Context: an optimization exercise on an open-source flow, tuned for small area, a short achievable clock period and few clock cycles. The choices shown serve that exercise and are no tape-out recipe. Function was checked by simulation only, so behaviour that the tests miss may differ from the original. Power figures rest on the tool's default switching activity, not on a simulated workload.

[design.v]
`timescale 1ns / 1ps
module stack
(
	data_in,  
	data_out,  
	sp,  
	reset,  
	clk,  
	push,  
	pop,  
	full  
);
parameter CPU_BIT_WIDTH = 32;
input[CPU_BIT_WIDTH-1:0] data_in;
output[CPU_BIT_WIDTH-1:0] data_out;
output[CPU_BIT_WIDTH-1:0] sp;
output full;
input reset;
input clk;
input push;
input pop;
reg[CPU_BIT_WIDTH-1:0] data_out;
reg[CPU_BIT_WIDTH-1:0] sp;
reg full;
parameter stack_addr_bits=4;
parameter stack_addr_max=15;
reg[CPU_BIT_WIDTH-1:0] mem[stack_addr_max:0];
always @ (posedge clk) begin
	if(reset == 1) begin
		data_out <= 0;
		sp <= -1;
		full <= 0;
	end
	else if( (pop==1) && (push==1) ) begin
		data_out <= data_in;
	end
	else if( pop==1) begin
		if(sp > stack_addr_max) begin
			sp <= -1;
			data_out <= mem[0];
		end
		else begin
			sp <= sp -1;
			data_out <= mem[sp[stack_addr_bits-1:0]];
		end
		full <= 0;
	end
	else if( push==1) begin
		if(sp==stack_addr_max) begin
			mem[stack_addr_max] <= data_in;
			full <= 1;
		end
		else begin
			sp <= sp +1;
			full <= 0;
			mem[sp[stack_addr_bits-1:0]+1'b1] <= data_in;
		end
	end
end
endmodule
`timescale 1ns / 1ps
module stack_cpu
(
	clk,  
	rst,  
	inst,  
	inst_ready,  
	inst_complete,  
	pc_next,  
	mem_we,  
	mem_addr,  
	mem_wdata,  
	mem_rdata  
);
parameter CPU_BIT_WIDTH = 32;
parameter OP_CODE_BITS = 5;  
parameter CONST_INST_BITS = CPU_BIT_WIDTH - OP_CODE_BITS;  
input clk;
input rst;
input [CPU_BIT_WIDTH-1:0] inst;
input inst_ready;
output reg inst_complete;
output reg [CPU_BIT_WIDTH-1:0] pc_next;
output reg mem_we;
output reg [7:0] mem_addr;
output reg [CPU_BIT_WIDTH-1:0] mem_wdata;
input [CPU_BIT_WIDTH-1:0] mem_rdata;
reg [CPU_BIT_WIDTH-1:0] pc_current;
reg COMPARE;  
reg [CPU_BIT_WIDTH-1:0] next_open_mem;  
reg [CPU_BIT_WIDTH-1:0] current_sframe_addr;
localparam FETCH_STATE = 1'b0;
localparam EXECUTE_STATE = 1'b1;
reg current_state;
reg [OP_CODE_BITS-1:0] current_op_code;
reg [CONST_INST_BITS-1:0] current_constant;
reg [3:0] step;
reg [1:0] sub;
reg [CPU_BIT_WIDTH-1:0] tmp0, tmp1, tmp2, tmp3;
reg [CPU_BIT_WIDTH-1:0] arg_i;
localparam U_END  = 3'd0;  
localparam U_POP  = 3'd1;  
localparam U_PUSH = 3'd2;  
localparam U_RD   = 3'd3;  
localparam U_WR   = 3'd4;  
localparam U_SET  = 3'd5;  
localparam U_LOOP = 3'd6;  
reg [2:0] u_op;
reg [1:0] u_dst;
reg [CPU_BIT_WIDTH-1:0] u_val;
reg [CPU_BIT_WIDTH-1:0] u_addr;
reg [3:0] u_next;
wire [CPU_BIT_WIDTH-1:0] stack_data_out;
wire [CPU_BIT_WIDTH-1:0] stack_sp;
wire stack_full;
wire stack_push = (current_state == EXECUTE_STATE) && (u_op == U_PUSH);
wire stack_pop = (current_state == EXECUTE_STATE) && (u_op == U_POP) && (sub == 2'd0);
stack cpu_stack(
	.data_in(u_val),
	.data_out(stack_data_out),
	.sp(stack_sp),
	.full(stack_full),
	.reset(rst),
	.clk(clk),
	.push(stack_push),
	.pop(stack_pop)
);
always @(*) begin
	u_op = U_END;
	u_dst = 2'd0;
	u_val = 0;
	u_addr = 0;
	u_next = step + 4'd1;
	case (current_op_code)
	5'd1: begin  
		if (step == 0) begin u_op = U_PUSH; u_val = {{OP_CODE_BITS{1'b0}}, current_constant}; end
	end
	5'd2: begin  
		case (step)
		4'd0: begin u_op = U_POP; u_dst = 2'd0; end
		4'd1: begin u_op = U_RD; u_addr = tmp0; u_dst = 2'd1; end
		4'd2: begin u_op = U_PUSH; u_val = tmp1; end
		default: ;
		endcase
	end
	5'd3: begin  
		case (step)
		4'd0: begin u_op = U_POP; u_dst = 2'd0; end
		4'd1: begin u_op = U_POP; u_dst = 2'd1; end
		4'd2: begin u_op = U_WR; u_addr = tmp0; u_val = tmp1; end
		default: ;
		endcase
	end
	5'd4, 5'd5, 5'd15, 5'd16, 5'd17: begin  
		case (step)
		4'd0: begin u_op = U_POP; u_dst = 2'd0; end
		4'd1: begin u_op = U_POP; u_dst = 2'd1; end
		4'd2: begin
			if (current_op_code == 5'd15) begin u_op = U_PUSH; u_val = tmp0 + tmp1; end
			else if (current_op_code == 5'd16) begin u_op = U_PUSH; u_val = tmp0 - tmp1; end
			else if (current_op_code == 5'd17) begin u_op = U_PUSH; u_val = tmp0 * tmp1; end
		end
		default: ;
		endcase
	end
	5'd6, 5'd7, 5'd8, 5'd13: begin  
		if (step == 0) begin u_op = U_POP; u_dst = 2'd0; end
	end
	5'd9: begin  
		case (step)
		4'd0: begin u_op = U_POP; u_dst = 2'd0; end  
		4'd1: begin u_op = U_POP; u_dst = 2'd1; end  
		4'd2: begin u_op = U_SET; end
		4'd3: begin u_op = U_WR; u_addr = tmp2; u_val = pc_current + 1; end
		4'd4: begin u_op = U_WR; u_addr = tmp2 + 1; u_val = tmp1; end
		4'd5: begin u_op = U_LOOP; u_next = (arg_i < tmp1) ? 4'd6 : 4'd8; end
		4'd6: begin u_op = U_POP; u_dst = 2'd3; end
		4'd7: begin u_op = U_WR; u_addr = tmp2 + 2 + arg_i; u_val = tmp3; u_next = 4'd5; end
		4'd8: begin u_op = U_PUSH; u_val = tmp2; end
		default: ;
		endcase
	end
	5'd10: begin  
		case (step)
		4'd0: begin u_op = U_POP; u_dst = 2'd3; end  
		4'd1: begin u_op = U_POP; u_dst = 2'd0; end  
		4'd2: begin u_op = U_RD; u_addr = tmp0; u_dst = 2'd1; end  
		4'd3: begin u_op = U_RD; u_addr = tmp0 + 1; u_dst = 2'd2; end  
		4'd4: begin u_op = U_POP; u_dst = 2'd3; end  
		default: ;
		endcase
	end
	5'd11: begin  
		if (step == 0) begin u_op = U_PUSH; u_val = current_sframe_addr + 2 + {{OP_CODE_BITS{1'b0}}, current_constant}; end
	end
	5'd12: begin  
		if (step == 0) begin u_op = U_PUSH; u_val = 0; end
	end
	default: ;  
	endcase
end
always @(posedge clk) begin
	mem_we <= 1'b0;
	if (rst) begin
		current_state <= FETCH_STATE;
		inst_complete <= 1'b1;
		pc_next <= 0;
		pc_current <= 0;
		next_open_mem <= 0;
		current_sframe_addr <= 0;
		COMPARE <= 1'b0;
		mem_addr <= 8'd0;
		step <= 0;
		sub <= 0;
	end
	else if (current_state == FETCH_STATE) begin
		if (inst_ready) begin
			current_op_code <= inst[CPU_BIT_WIDTH-1:CPU_BIT_WIDTH-OP_CODE_BITS];
			current_constant <= inst[CONST_INST_BITS-1:0];
			pc_current <= pc_next;
			inst_complete <= 1'b0;
			current_state <= EXECUTE_STATE;
			step <= 0;
			sub <= 0;
		end
	end
	else begin
		case (u_op)
		U_POP: begin
			if (sub == 2'd0) sub <= 2'd1;
			else begin
				sub <= 2'd0;
				step <= u_next;
				case (u_dst)
				2'd0: tmp0 <= stack_data_out;
				2'd1: tmp1 <= stack_data_out;
				2'd2: tmp2 <= stack_data_out;
				default: tmp3 <= stack_data_out;
				endcase
			end
		end
		U_PUSH: step <= u_next;
		U_RD: begin
			if (sub == 2'd0) begin
				mem_addr <= u_addr[7:0];
				sub <= 2'd1;
			end
			else if (sub == 2'd1) sub <= 2'd2;
			else begin
				sub <= 2'd0;
				step <= u_next;
				case (u_dst)
				2'd0: tmp0 <= mem_rdata;
				2'd1: tmp1 <= mem_rdata;
				2'd2: tmp2 <= mem_rdata;
				default: tmp3 <= mem_rdata;
				endcase
			end
		end
		U_WR: begin
			mem_we <= 1'b1;
			mem_addr <= u_addr[7:0];
			mem_wdata <= u_val;
			if (u_addr >= next_open_mem) next_open_mem <= u_addr + 1;
			if (current_op_code == 5'd9 && step == 4'd7) arg_i <= arg_i + 1;
			step <= u_next;
		end
		U_SET: begin
			tmp2 <= next_open_mem;
			arg_i <= 0;
			step <= u_next;
		end
		U_LOOP: step <= u_next;
		default: begin  
			current_state <= FETCH_STATE;
			inst_complete <= 1'b1;
			pc_next <= pc_current + 1;
			case (current_op_code)
			5'd4: COMPARE <= (tmp0 == tmp1);
			5'd5: COMPARE <= (tmp0 < tmp1);
			5'd6: pc_next <= tmp0;
			5'd7: if (COMPARE == 1'b0) pc_next <= tmp0;
			5'd8: if (COMPARE != 1'b0) pc_next <= tmp0;
			5'd9: begin
				current_sframe_addr <= tmp2;
				pc_next <= tmp0;
			end
			5'd10: begin
				next_open_mem <= tmp0;
				pc_next <= tmp1;
				current_sframe_addr <= tmp3;
			end
			default: ;
			endcase
		end
		endcase
	end
end
endmodule
[run.sh]
#!/bin/bash
# synth_recipe.tcl (not shown) runs the flow's synth.tcl, then flattens the netlist and writes it again
# the make line also repeats each setting of config.mk as NAME=value (left out here)
make -C /OpenROAD-flow-scripts/flow DESIGN_CONFIG=/design/flow/config.mk WORK_HOME=/design/flow/orfs CLKGATE_MAP_FILE= SYNTH_SCRIPT=/design/flow/synth_recipe.tcl finish
[config.mk]
export PLATFORM = sky130hd
export DESIGN_NAME = stack_cpu
export DESIGN_NICKNAME = stack_cpu
export VERILOG_FILES = /design/flow/design.v
export SDC_FILE = /design/flow/constraint.sdc
export NUM_CORES = 4
export LEC_CHECK = 0
export CAP_MARGIN = 20
export CORE_MARGIN = 2
export CORE_UTILIZATION = 40
export PLACE_DENSITY = 0.6
export SLEW_MARGIN = 20
[constraint.sdc]
create_clock -name core_clock -period 12.0 [get_ports {clk}]
set_input_delay 2.4000 -clock core_clock [delete_from_list [all_inputs] [get_ports {clk}]]
set_output_delay 2.4000 -clock core_clock [all_outputs]
set_load 0.01 [all_outputs]
==> run summary <==
-- per-layer routing --
| layer | part of all wire, % | global-route usage (%) | vias to the layer above |
|---|---|---|---|
| met4 | 6.5 | 17.1 | 8 |
| met1 | 40 | 40.9 | 27400 |
| met5 | 0.050 | 0.389 | - |
| met2 | 44 | 46.9 | 2981 |
| met3 | 9.3 | 5.29 | 607 |
| li1 | - | - | 23200 |
-- cells in the mapped netlist, types with 14 or more instances --
cell type | n | area (um^2)
a21oi_1 | 366 | 1830
a21o_1 | 58 | 435
a41oi_1 | 14 | 123
a221oi_1 | 35 | 307
a222oi_1 | 48 | 480
buf_1 | 22 | 82.6
a31oi_1 | 45 | 282
mux2i_1 | 50 | 500
nor2_1 | 464 | 1740
clkbuf_1 | 349 | 1310
o21bai_1 | 28 | 210
nor2b_1 | 36 | 225
o22ai_1 | 40 | 250
or2_2 | 15 | 93.8
a22oi_1 | 56 | 420
edfxtp_1 | 736 | 22100
o21ai_0 | 196 | 981
nand3_1 | 122 | 611
o221ai_1 | 17 | 149
xor2_1 | 91 | 797
nand4_1 | 57 | 357
buf_2 | 19 | 95.1
nand2b_1 | 39 | 244
nor3_1 | 107 | 536
mux2_2 | 32 | 360
fa_1 | 412 | 8250
o31ai_1 | 19 | 143
ha_1 | 376 | 4700
o21a_1 | 28 | 210
a211o_1 | 16 | 140
a221o_1 | 24 | 240
and2_1 | 272 | 1700
inv_1 | 543 | 2040
or3_1 | 33 | 206
dfxtp_1 | 214 | 4280
a311oi_1 | 51 | 447
and4_1 | 21 | 184
o211ai_1 | 38 | 285
nand2_1 | 705 | 2650
and3_1 | 42 | 263
mux4_2 | 160 | 3600
xnor2_1 | 160 | 1400
a211oi_1 | 66 | 495
nor4_1 | 23 | 144
-- registers in the layout, summed over array words and instances, names as in the netlist, 2 cells and up, named ones only --
signal               cells
cpu_stack.sp            32
mem_wdata               32
pc_current              32
sub                      2
current_op_code          5
tmp3                    32
next_open_mem           32
step                     4
pc_next                 32
tmp0                    32
current_constant        27
arg_i                   32
tmp1                    32
cpu_stack.mem          512
mem_addr                 8
current_sframe_addr     32
cpu_stack.data_out      32
tmp2                    32
-- logic make-up after synthesis --
kind of cell | count (synthesis)
DFF | 950
buffers and inverters | 945
AOI/OAI and AO/OA | 1283
xor gates and xnor gates | 251
and+or+nand+nor | 2012
adders and majority gates | 788
muxes | 242
-- critical path, stage by stage (launching register included) --
cell and delay, ns:
edfxtp_1 0.76, buf_4 0.39, and2_1 0.20, fa_1 0.43
inv_1 0.08, fa_1 0.42, fa_1 0.50, inv_1 0.06
fa_1 0.54, ha_1 0.22, ha_1 0.28, inv_1 0.04
fa_1 0.47, inv_1 0.05, fa_1 0.44, ha_1 0.23
a2111oi_0 0.74, o21bai_1 0.22, a2111oi_1 0.52, buf_4 0.23
o211ai_1 0.14, a31o_1 0.24, a21o_1 0.20, a21oi_1 0.26
mux2i_1 0.12, a21oi_1 0.25, nand3_1 0.61
-- worst max-delay path by stage --
stage	end	slack [ns]	depth (start not counted)
floorplan	cpu_stack.mem[0][30]	4.35	27
global placement	cpu_stack.mem[13][31]	3.24	28
detailed placement	cpu_stack.mem[2][28]	3.03	26
CTS	cpu_stack.mem[6][28]	3.02	26
global route	cpu_stack.mem[8][28]	2.61	26
finish	cpu_stack.mem[6][28]	2.85	26
-- stage by stage --
stage          std cells  hold slack, ns  area (um^2)  util (%)
2_1_floorplan       6471           0.443        68000         -
3_3_place_gp        8595           0.447        72200      42.7
3_5_place_dp        8596           0.454        72200      42.7
4_1_cts             8779           0.469        75600      44.7
5_1_grt             8781           0.504        75700      44.7
6_report            8791           0.466        75700      44.8
-- cell type report --
type,instances,area share [%]
Inverter,545,2.70
Timing Repair Buffer,308,3.52
Clock buffer,111,3.42
Clock inverter,72,1.14
Tap cell,2218,3.67
Sequential cell,950,34.9
Antenna cell,11,0.0364
Multi-Input combinational cell,4576,50.6
-- report_power, final --
part	switching, mW	total [mW]	leakage (nW)	internal, mW
clock	1.43	3.28	1.67	1.85
combinational	0.403	0.674	18.6	0.272
sequential	0.0513	3.59	8.07	3.54
total	1.88	7.55	28.3	5.66
==> impl_metrics.env <==
export IMPL_r2r_end="cpu_stack.mem[6][28]"
export IMPL_muxShareOfSynthArea_pct=6.56
export IMPL_gp_congestion=1.04
export IMPL_fin_crit_sh_pct=76.2
export IMPL_nets=7336
export IMPL_tns_ns=0
export IMPL_drtIter0Drc=6838
export IMPL_vias=54200
export IMPL_worstHoldPathType="reg -> reg"
export IMPL_post_cts_resize_count=0
export IMPL_seqCellArea_um2=26400
export IMPL_max_cap_violations=0
export IMPL_firstDrtPassIters=9
export IMPL_wire_per_inst_um=30.6
export IMPL_wl_mm=269
export IMPL_ff2ff_setup_slack_ns=2.85
export IMPL_leakage_nw=28.3
export IMPL_layout_common_cells="edfxtp_1 (736), nand2_1 (705), inv_1 (543)"
export IMPL_synthCells=6471
export IMPL_dpl_hpwl_mm=194
export IMPL_dp_slack_ns=3.03
export IMPL_crit_required_ns=12.25
export IMPL_r2r_start="tmp1[3]"
export IMPL_yosys_area_share_adder_pct=19.0
export IMPL_root_buffer="clkbuf_16"
export IMPL_dieArea_um2=173000
export IMPL_setup_violations=0
export IMPL_grt_pass1_vias=52300
export IMPL_synth_xor_area_share_pct=3.23
export IMPL_postCtsHoldBufs=0
export IMPL_numCtsBuffers=100
export IMPL_rows=151
export IMPL_synth_cell_types=115
export IMPL_vias_per_cell=6.17
export IMPL_fmax_mhz=109
export IMPL_die_y_um=416
export IMPL_cp_start_kind="flip-flop"
export IMPL_syn_to_final_growth_pct=11.3
export IMPL_ys_warn_count=2
export IMPL_clock_sinks=950
export IMPL_syn_area_per_cell_um2=10.5
export IMPL_ctsHtreeMaxLevel=3
export IMPL_ys_ff_latch=950
export IMPL_antenna_found_initial=20
export IMPL_ant_nets=0
export IMPL_start_util_pct=40.2
export IMPL_grt_max_degree=75
export IMPL_drive_above_1_share_pct=9.75
export IMPL_end_kind="flip-flop"
export IMPL_critical_path_class="reg -> reg"
export IMPL_power_density_nw_per_um2=99.7
export IMPL_relSlewSlack_pct=21.4
export IMPL_synthesis_area_um2=68000
export IMPL_grt_pass1_wl_mm=382
export IMPL_fin_skew_ns=0.0854
export IMPL_worstRegToRegCells=26
export IMPL_grt_usage_pct=30.5
export IMPL_outcome="timing/DRC/antenna clean"
export IMPL_power_mw=7.55
export IMPL_postCtsSetupRepairBufs=0
export IMPL_hold_viol_final=0
export IMPL_synth_edf_count=736
export IMPL_synthArstFlopShare_pct=0
export IMPL_io_pins=141
export IMPL_multi_input_area_um2=38300
export IMPL_core_area_um2=169000
export IMPL_synth_compound_area_share_pct=12.8
export IMPL_hold_depth=1
export IMPL_clkTransAtPathRegs_ns=0.07
export IMPL_overflow=0
export IMPL_yosys_area_share_simple_pct=14.2
export IMPL_tightest_slew_ns=1.18
export IMPL_drc_errors=0
export IMPL_ys_seq_area_share_pct=38.8
export IMPL_synth_top_family_by_area="adder cells"
export IMPL_hold_start="inst_complete"
export IMPL_layout_commonest_cell="edfxtp_1"
export IMPL_fin_ws_ns=2.85
export IMPL_fp_dieW_um=416
export IMPL_crit_fanout=19
export IMPL_min_period_ns=9.15
export IMPL_critical_path_arrival_ns=9.39
export IMPL_insertion_delay_ns=0.79
export IMPL_clk_path_buf_depth=3
export IMPL_rsz0062_at_grt="no"
export IMPL_startpoint="tmp1[3]"
export IMPL_ys_flop_type="edfxtp_1"
export IMPL_ir_drop_v=0.000137
export IMPL_layout_filler_cells=15800
export IMPL_syn_nets=7326
export IMPL_tritoncts="yes"
export IMPL_slew_viol_final=0
export IMPL_portBuffers=140
export IMPL_hold_end="inst_complete"
Testbench counts, summed over its fixed seeds: cycles 93,686.

[separate check: timing with driven ports]
In the flow no input, the clock included, has a driving cell. The finished layout below was timed again as built, in two steps. Step 1 sets driving cells, clkbuf_16 on the clock port and buf_2 on the other inputs (assumed; they add their load-dependent delay and slew). Step 2 moves the port delays by t, midway between the first and last clock arrival at a register: inputs arrive t later, outputs are due t later. That takes back most of the time a late clock gives input paths. a / b / c = ideal ports / drivers / drivers and shift; a / b = the first two.
t, ns: 0.827
setup WS [ns]: 2.854 / 2.854 / 2.854
slew at the worst register clock pin (ns): 0.08 / 0.08
worst slew at a driven data input, ns: 0.07
After both steps this run still meets setup and hold. For this run, drivers alone change the setup slack by 0.000 ns; drivers and shift together by 0.000 ns.
